Context: an optimization exercise on an open-source flow, tuned for small area. The choices shown serve that exercise and are no tape-out recipe. In this exercise RTL edits were held to simulation tests only and were not proved equivalent to the original. No activity file was given, so power comes from the tool's default toggle rates.

### flow/run.sh
#!/bin/bash
# synth_recipe.tcl (not shown) runs the flow's synth.tcl, then flattens the netlist and writes it again
# the make line also repeats each setting of config.mk as NAME=value (left out here)
make -C /OpenROAD-flow-scripts/flow DESIGN_CONFIG=/design/flow/config.mk WORK_HOME=/design/flow/orfs CLKGATE_MAP_FILE= SYNTH_SCRIPT=/design/flow/synth_recipe.tcl finish
### flow/config.mk
export PLATFORM = sky130hd
export DESIGN_NAME = Datapath
export DESIGN_NICKNAME = Datapath
export VERILOG_FILES = /design/flow/design.v
export SDC_FILE = /design/flow/constraint.sdc
export NUM_CORES = 4
export LEC_CHECK = 0
export CAP_MARGIN = 20
export CORE_MARGIN = 2
export CORE_UTILIZATION = 40
export SETUP_SLACK_MARGIN = 0.4
export SLEW_MARGIN = 20
### flow/constraint.sdc
create_clock -name core_clock -period 14.0 [get_ports {clk}]
set_input_delay 2.8000 -clock core_clock [delete_from_list [all_inputs] [get_ports {clk}]]
set_output_delay 2.8000 -clock core_clock [all_outputs]
set_load 0.01 [all_outputs]
### flow/design.v
`timescale 1ns/1ps
module ADD_PC(
input [31:0] in,
output [31:0] out
);
assign out = in + 32'd4;
endmodule
`timescale 1ns/1ps
module mux2_32bit(
input [31:0] a, b,
input sel,
output [31:0] y
);
assign y = sel ? b : a;
endmodule
`timescale 1ns/1ps
module PC(Out, In, rst, clk);
	input[31:0] In;
	input rst, clk;
	output reg[31:0] Out;
	always @(posedge clk) begin
		if(rst) Out <= 32'd0;
		else Out <= In;
	end
endmodule
`timescale 1ns/1ps
module ImmGen (
		 input [31:0] INST,
		 input ImmSel,
		 output reg [31:0] IMM_OUT
	);
	wire [6:0] OPCODE;
	assign OPCODE = INST[6:0];
    parameter TYPE_I_R      = 7'b0010011;
	parameter LUI           = 7'b0110111;
    parameter AUIPC         = 7'b0010111;
    parameter TYPE_B        = 7'b1100011;
    parameter TYPE_I_LOAD   = 7'b0000011;
    parameter TYPE_S        = 7'b0100011;
    parameter TYPE_JAL      = 7'b1101111;
    parameter TYPE_JALR     = 7'b1100111;
	always@(*) begin
		if (ImmSel) begin
			case(OPCODE)
				TYPE_I_R:
					IMM_OUT = {{20{INST[31]}}, INST[31:20]};
				LUI:
					IMM_OUT = {INST[31:12], 12'b0};
				AUIPC:
					IMM_OUT = {INST[31:12], 12'b0};
				TYPE_B:
					IMM_OUT = {{20{INST[31]}}, INST[7], INST[30:25], INST[11:8],1'b0};
				TYPE_I_LOAD:
					IMM_OUT = {{20{INST[31]}}, INST[31:20]};
				TYPE_S:
					IMM_OUT = {{20{INST[31]}}, INST[31:25], INST[11:7]};
				TYPE_JAL:
					IMM_OUT = {{12{INST[31]}}, INST[19:12], INST[20], INST[30:21],1'b0};
				TYPE_JALR:
					IMM_OUT = {{20{INST[31]}}, INST[31:20]};
				default: IMM_OUT = {32{1'b0}};   
			endcase
		end 
		else 
         IMM_OUT = {32{1'b0}};
	end
endmodule
`timescale 1ns/1ps
module register(ReadData1, ReadData2, WriteData, RegWEn, WriteAddress, ReadAddress1, ReadAddress2, CLK, rst );
input [2:0] RegWEn;
input CLK, rst;	
input [4:0] WriteAddress, ReadAddress1, ReadAddress2;
input [31:0] WriteData;
output [31:0] ReadData1, ReadData2;
wire [1023:0] array_reg;
reg [31:0] reg1, reg2;
wire [31:0] rd1 = array_reg[ReadAddress1*32 +: 32];
wire [31:0] rd2 = array_reg[ReadAddress2*32 +: 32];
genvar g;
generate
	for (g = 0; g < 32; g = g + 1) begin : r
		reg [31:0] q;
		always @(posedge CLK or posedge rst) begin
			if(rst) q <= 32'd0;
			else if(RegWEn != 3'b000 && WriteAddress == g) q <= WriteData;
		end
		assign array_reg[g*32 +: 32] = q;
	end
endgenerate
always @(*) begin 
		reg1 = rd1;
		case (RegWEn)
			3'b010 : begin
				reg2 = {{24{rd2[7]}},{rd2[7:0]}};
			end
			3'b011 : begin
				reg2 = {{16{rd2[15]}},{rd2[15:0]}};
			end
			3'b100 : begin
				reg2 = {24'd0, rd2[7:0]};
			end
			3'b101 : begin
				reg2 = {16'd0, rd2[15:0]};
			end
			default : begin
				reg2 = rd2;
			end
		endcase
end
assign ReadData1 = reg1;
assign ReadData2 = reg2;
endmodule
`timescale 1ns/1ps
module BranchComp (
input [31:0] DataA,
input [31:0] DataB,
input BrUn,
output reg BrEq,
output reg BrLT
);
always @(*) begin
	case (BrUn) 
	1'b0 : begin
		if ($signed(DataA) == $signed(DataB)) BrEq <= 1'b1;
		else BrEq <= 1'b0;
		if (DataA < DataB) BrLT <= 1'b1;
		else BrLT <= 1'b0;
	end
	1'b1 : begin
		if ((DataA) == (DataB)) BrEq <= 1'b1;
		else BrEq <= 1'b0;
		if ($unsigned(DataA) < $unsigned(DataB)) BrLT <= 1'b1;
		else BrLT <= 1'b0;
	end
	endcase
end
endmodule
`timescale 1ns/1ps
module ALU(
input [31:0] inA, inB,
input [3:0] ALU_control,
output reg [31:0] Result
);
always @(*)
	begin 
		case (ALU_control)
			4'b0000: Result = inA + inB;	 
			4'b0001: Result = inA - inB;	 
			4'b0010: Result = inA & inB;	 
			4'b0011: Result = inA | inB;	 
			4'b0100: Result = inA << inB;	 
			4'b0101: Result = inA >> inB;	 
			4'b0110: Result = inA >>> inB; 	 
			4'b0111: Result = inA ^ inB;	 
			4'b1000:	Result = ($signed(inA) < $signed(inB)) ? 1 : 0;	 
			4'b1001: Result = (inA < inB) ? 1 : 0;  
			4'b1010: Result = inB;  
			default : Result = 31'd0;
		endcase
	end
endmodule
`timescale 1ns/1ps
module Data_memory (
    input CLK, RST,  
    input [31:0] A,  
    input [31:0] WD,
    input [1:0] RWE,
    output [31:0] RD
);
    wire [2047:0] MEMORY;
    wire [31:0] wdata = (RWE == 1) ? {{24{WD[7]}}, WD[7:0]} :    
                        (RWE == 2) ? {{16{WD[7]}}, WD[15:0]} :   
                        WD;                                      
    wire in_range = (A[31:6] == 26'd0);
    genvar g;
    generate
        for (g = 0; g < 64; g = g + 1) begin : word
            reg [31:0] q;
            always @(posedge CLK or posedge RST) begin
                if (RST) q <= 32'b0;
                else if (RWE != 0 && in_range && A[5:0] == g) q <= wdata;
            end
            assign MEMORY[g*32 +: 32] = q;
        end
    endgenerate
    assign  RD = in_range ? MEMORY[A[5:0]*32 +: 32] : 32'b0;
endmodule 
`timescale 1ns/1ps
module Datapath (
input PCSel, ImmSel, BrUn, ASel, BSel,
input [2:0] RegWEn,
input [3:0] ALUControl,
input [1:0] MemRW,
input rst, clk,
input [1:0] WBControl,
input [31:0] INST,
output BrEq, BrLT,
output [31:0] IADDR,
output [31:0] WBData
);
wire [4:0] AddrA, AddrB, AddrW;
wire [31:0] PC_in, PC_out, Imm, ReadD, RD1, RD2, OutMA, OutMB, ALU_Result, WB1, WB2, PC4;
assign AddrA = INST[19:15];
assign AddrB = INST[24:20];
assign AddrW = INST[11:7];
ADD_PC APC (PC_out, PC4);
PC PC(PC_out, PC_in, rst, clk);
ImmGen IG(INST, ImmSel, Imm);
register RF(RD1, RD2, WB2, RegWEn, AddrW, AddrA, AddrB, clk, rst);
BranchComp BC(RD1, RD2, BrUn, BrEq, BrLT);
mux2_32bit MuxA (RD1, PC_out, ASel, OutMA);
mux2_32bit MuxB (RD2, Imm, BSel, OutMB);
ALU ALU (OutMA, OutMB, ALUControl, ALU_Result);
Data_memory DMEM (clk, rst, ALU_Result, RD2, MemRW, ReadD);
mux2_32bit inst1 (ReadD, ALU_Result, WBControl[0], WB1);
mux2_32bit inst2 (WB1, PC4, WBControl[1], WB2);
mux2_32bit inst3 (ALU_Result, PC4, PCSel, PC_in);
assign IADDR = PC_out;
assign WBData = WB2;
endmodule
==> impl_metrics.json <==
{
  "clock_skew_ns": 0.142,
  "worst_ir_drop_vdd_uv": 118,
  "clock_tree_root_driver_cell": "sky130_fd_sc_hd__clkbuf_16",
  "layout-drive-gt1-share": 0.255,
  "buffer_ports.inserted": 114,
  "grt_first_pass_wirelength_mm": 910,
  "timing.critical_path.mode_cell": "sky130_fd_sc_hd__buf_4",
  "ys_types": 110,
  "fraction_of_the_yosys_area_taken_by_sequential_cells": 0.462,
  "clock_insertion_delay_worst_skew_ns": 1.01,
  "rsz0062_at_grt": "true",
  "dr_vias": 127026,
  "finalCriticalPeriod_ns": 13.61,
  "tritoncts": "done",
  "synth_edf_count": 0,
  "ys.flop_type": "sky130_fd_sc_hd__dfrtp_1",
  "hold_path.class": "register to register",
  "power_density_nw_per_um2": 131,
  "cp-startpoint": "INST[18]",
  "startpoint_type": "input pin",
  "yosys.cell_count.top_type": "sky130_fd_sc_hd__dfrtp_1",
  "totalPowerFinal_uw": 25400,
  "power_leakage_uw": 0.0934,
  "min_period_over_period": 0.972,
  "coreArea_um2": 417000,
  "htreeDepth": 5,
  "timing.max_cap.violations": 0,
  "synthesis.area_um2": 168000,
  "max_clock_freq_mhz": 73.5,
  "timing.reg2reg.setup_slack_ns": 4.63,
  "initial_utilization": 0.402,
  "cts_max_path_buffers": 4,
  "final_net_count": 15083,
  "timing.hold.ws_ns": 0.480,
  "worstReg2RegEnd": "DMEM.word[42].q[19]",
  "areaGrowthSynthToFinish_pct": 16.2,
  "worst-endpoint-arrival_ns": 10.81,
  "worstMarginPinSlew_ns": 1.26,
  "netlist_top_cells_area": "sky130_fd_sc_hd__dfrtp_1 46%, sky130_fd_sc_hd__mux2_1 9.5%, sky130_fd_sc_hd__mux2i_1 9.5%",
  "run_status": "complete, no violations",
  "numCtsBuffers": 350,
  "die_height_um": 651,
  "timing.rr.start": "RF.r[31].q[7]",
  "antenna_found_initial": 35,
  "postLayoutCoreUtil": 0.467,
  "slowest_stage": "sky130_fd_sc_hd__clkdlybuf4s50_1",
  "synth-warning-count": 6,
  "worst_setup_hold_path_clk_slew_ns": 0.05,
  "setup_viol_count_final": 0,
  "timing.critical_path.to_type": "output port",
  "cp.required_ns": 11.20,
  "criticalPathCategory": "input pin to output port",
  "grt.overflow.total": 0,
  "timing.reg2reg.worst_path_depth": 33,
  "die_w_um": 651,
  "crit_end": "WBData[14]",
  "postSynthRegisterBits": 3104,
  "tritoncts_num_sinks": 3104,
  "die_area_um2": 424000,
  "synthesis.instances": 14485,
  "synth_nets": 14666,
  "cp_slowest_stage_delay_ns": 0.53,
  "drt_iter0_markers": 14822,
  "routed_via_density": 6.14,
  "dp_hpwl_mm": 414,
  "detail_route.wl_per_cell_um": 30.5,
  "final_antenna_net_count": 0,
  "yosys.area.top_type_share": 0.459,
  "max_slew_margin": 0.155,
  "syn_area_per_cell_um2": 11.6,
  "drt_drc_violations_left": 0,
  "rows": 237,
  "via_count_of_the_first_global_routing_pass": 124990,
  "critPathMaxFanout": 14,
  "drt_wl_total_mm": 631,
  "boundaryPins": 116,
  "report.final.slew_viol_count": 0,
  "synth_top_area_cell": "sky130_fd_sc_hd__dfrtp_1",
  "grt_max_degree": 170,
  "report.final.hold_viol_count": 0,
  "gpl.final_weighted_congestion": 0.988,
  "synth.cells.most_frequent": "3072 x sky130_fd_sc_hd__dfrtp_1, 1585 x sky130_fd_sc_hd__mux2i_1, 1421 x sky130_fd_sc_hd__mux2_1",
  "global_route.usage.total": 0.290,
  "synth_async_sr_flop_share": 0.990,
  "drt_first_pass_iters": 6
}
cells by family (layout without fill, tap and decap cells):
family | Yosys count | after routing | synth area share
DFF | 3104 | 3104 | 0.462
and+or+nand+nor | 2852 | 2852 | 0.0825
buffers and inverters | 1496 | 2192 | 0.0442
AOI/OAI and AO/OA | 2290 | 2290 | 0.0901
other | 0 | 20 | 0
xor gates and xnor gates | 61 | 61 | 0.00319
adders and majority gates | 131 | 131 | 0.00987
muxes | 4551 | 4551 | 0.308
flip-flops by register name, summed over array words and instances (netlist names):
name,cells
DMEM.word.q,2048
RF.r.q,1024
PC.Out,32
critical path: cells and delay by family:
family / cells / cell delay, ns
buffers and inverters: 17 / 3.50
xor gates and xnor gates: 1 / 0.13
AOI/OAI and AO/OA: 11 / 2.45
and+or+nand+nor: 8 / 1.66
adders and majority gates: 1 / 0.22
power breakdown:
part / total, uW / internal [uW] / switching (uW)
Sequential: 10200 / 9700 / 550
Combinational: 5690 / 2260 / 3430
Clock: 9510 / 5530 / 3980
Total: 25400 / 17500 / 7970
through the flow:
step | cell area (um^2) | TNS [ns] | std cells | setup slack [ns]
2_1_floorplan | 168000 | - | 14485 | -37.00
3_3_place_gp | 182000 | -12.74 | 20025 | -0.876
3_5_place_dp | 182000 | -12.28 | 20026 | -0.858
4_1_cts | 194000 | 0 | 20669 | 0.324
5_1_grt | 195000 | 0 | 20687 | 0.245
6_report | 195000 | 0 | 20698 | 0.393
worst min path at each step:
stage	endpoint	startpoint	cells after the start
2_1_floorplan	DMEM.word[25].q[31]	DMEM.word[25].q[31]	1
3_3_place_gp	DMEM.word[25].q[31]	DMEM.word[25].q[31]	1
3_5_place_dp	DMEM.word[25].q[31]	DMEM.word[25].q[31]	1
4_1_cts	DMEM.word[25].q[31]	DMEM.word[25].q[31]	1
5_1_grt	DMEM.word[25].q[31]	DMEM.word[25].q[31]	1
6_report	DMEM.word[57].q[3]	DMEM.word[57].q[3]	1
metal layers:
layer | track usage | share of wire | vias to the layer above | routed length [um]
met5 | 0 | 0.000090 | - | 57
met4 | 0.172 | 0.070 | 10 | 44400
met3 | 0.0537 | 0.082 | 1517 | 51700
met2 | 0.437 | 0.44 | 5719 | 275000
met1 | 0.389 | 0.41 | 65809 | 260000
li1 | - | - | 53971 | -
repair_timing:
item                       CTS  global route
setup buffers                8             4
setup endpoints to repair   32            30
gates cloned                 4             5
gates resized for setup     54           110
hold endpoints to repair     0             0
hold buffers                 0             0
pin swaps                    7            10
layout by cell type, fill, tap and decap left out, drive strengths merged, types with 20 or more instances in the layout:
| master | count |
|---|---|
| clkinv | 72 |
| mux2 | 2760 |
| a21o | 22 |
| o21ai | 288 |
| buf | 1324 |
| nor3 | 82 |
| nor2b | 50 |
| nand2b | 43 |
| a31oi | 321 |
| xnor2 | 36 |
| o221ai | 28 |
| ha | 129 |
| a211o | 20 |
| and3 | 39 |
| mux4 | 206 |
| xor2 | 25 |
| dfrtp | 3072 |
| dfxtp | 32 |
| or3 | 26 |
| and2 | 51 |
| a221oi | 35 |
| clkdlybuf4s50 | 94 |
| nor2 | 348 |
| a211oi | 64 |
| nor4 | 169 |
| diode | 20 |
| o211ai | 34 |
| clkbuf | 533 |
| nand4 | 24 |
| nand2 | 1386 |
| a21oi | 545 |
| a22oi | 333 |
| nand3 | 572 |
| inv | 133 |
| mux2i | 1585 |
| o22ai | 377 |
layout make-up:
type / instances / area (um^2)
Antenna cell: 20 / 50.0
Clock buffer: 527 / 10400
Clock inverter: 104 / 1420
Fill cell: 38185 / 222000
Inverter: 125 / 473
Multi-Input combinational cell: 9885 / 84400
Sequential cell: 3104 / 77500
Tap cell: 5497 / 6880
Timing Repair Buffer: 1436 / 13500

re-timing with driven ports:
How much do the figures lean on ideal ports? The routed layout below was timed once more, with nothing changed but the port constraints. Step 1 assumes that a clkbuf_16 drives the clock port and a buf_2 every other input. Step 2 also shifts input and output timing later by t, the mid clock arrival at the registers, as if the neighbouring blocks saw the same clock. Slacks: ideal ports / drivers / drivers and shift; pairs: ideal ports / drivers.
t, ns: 1.046
setup slack, ns: 0.393 / 0.364 / 0.364
worst data-port slew with drivers (ns): 0.22
After both steps setup and hold are still met in this run. For this run, drivers alone change the setup slack by -0.029 ns; drivers and shift together by -0.029 ns.
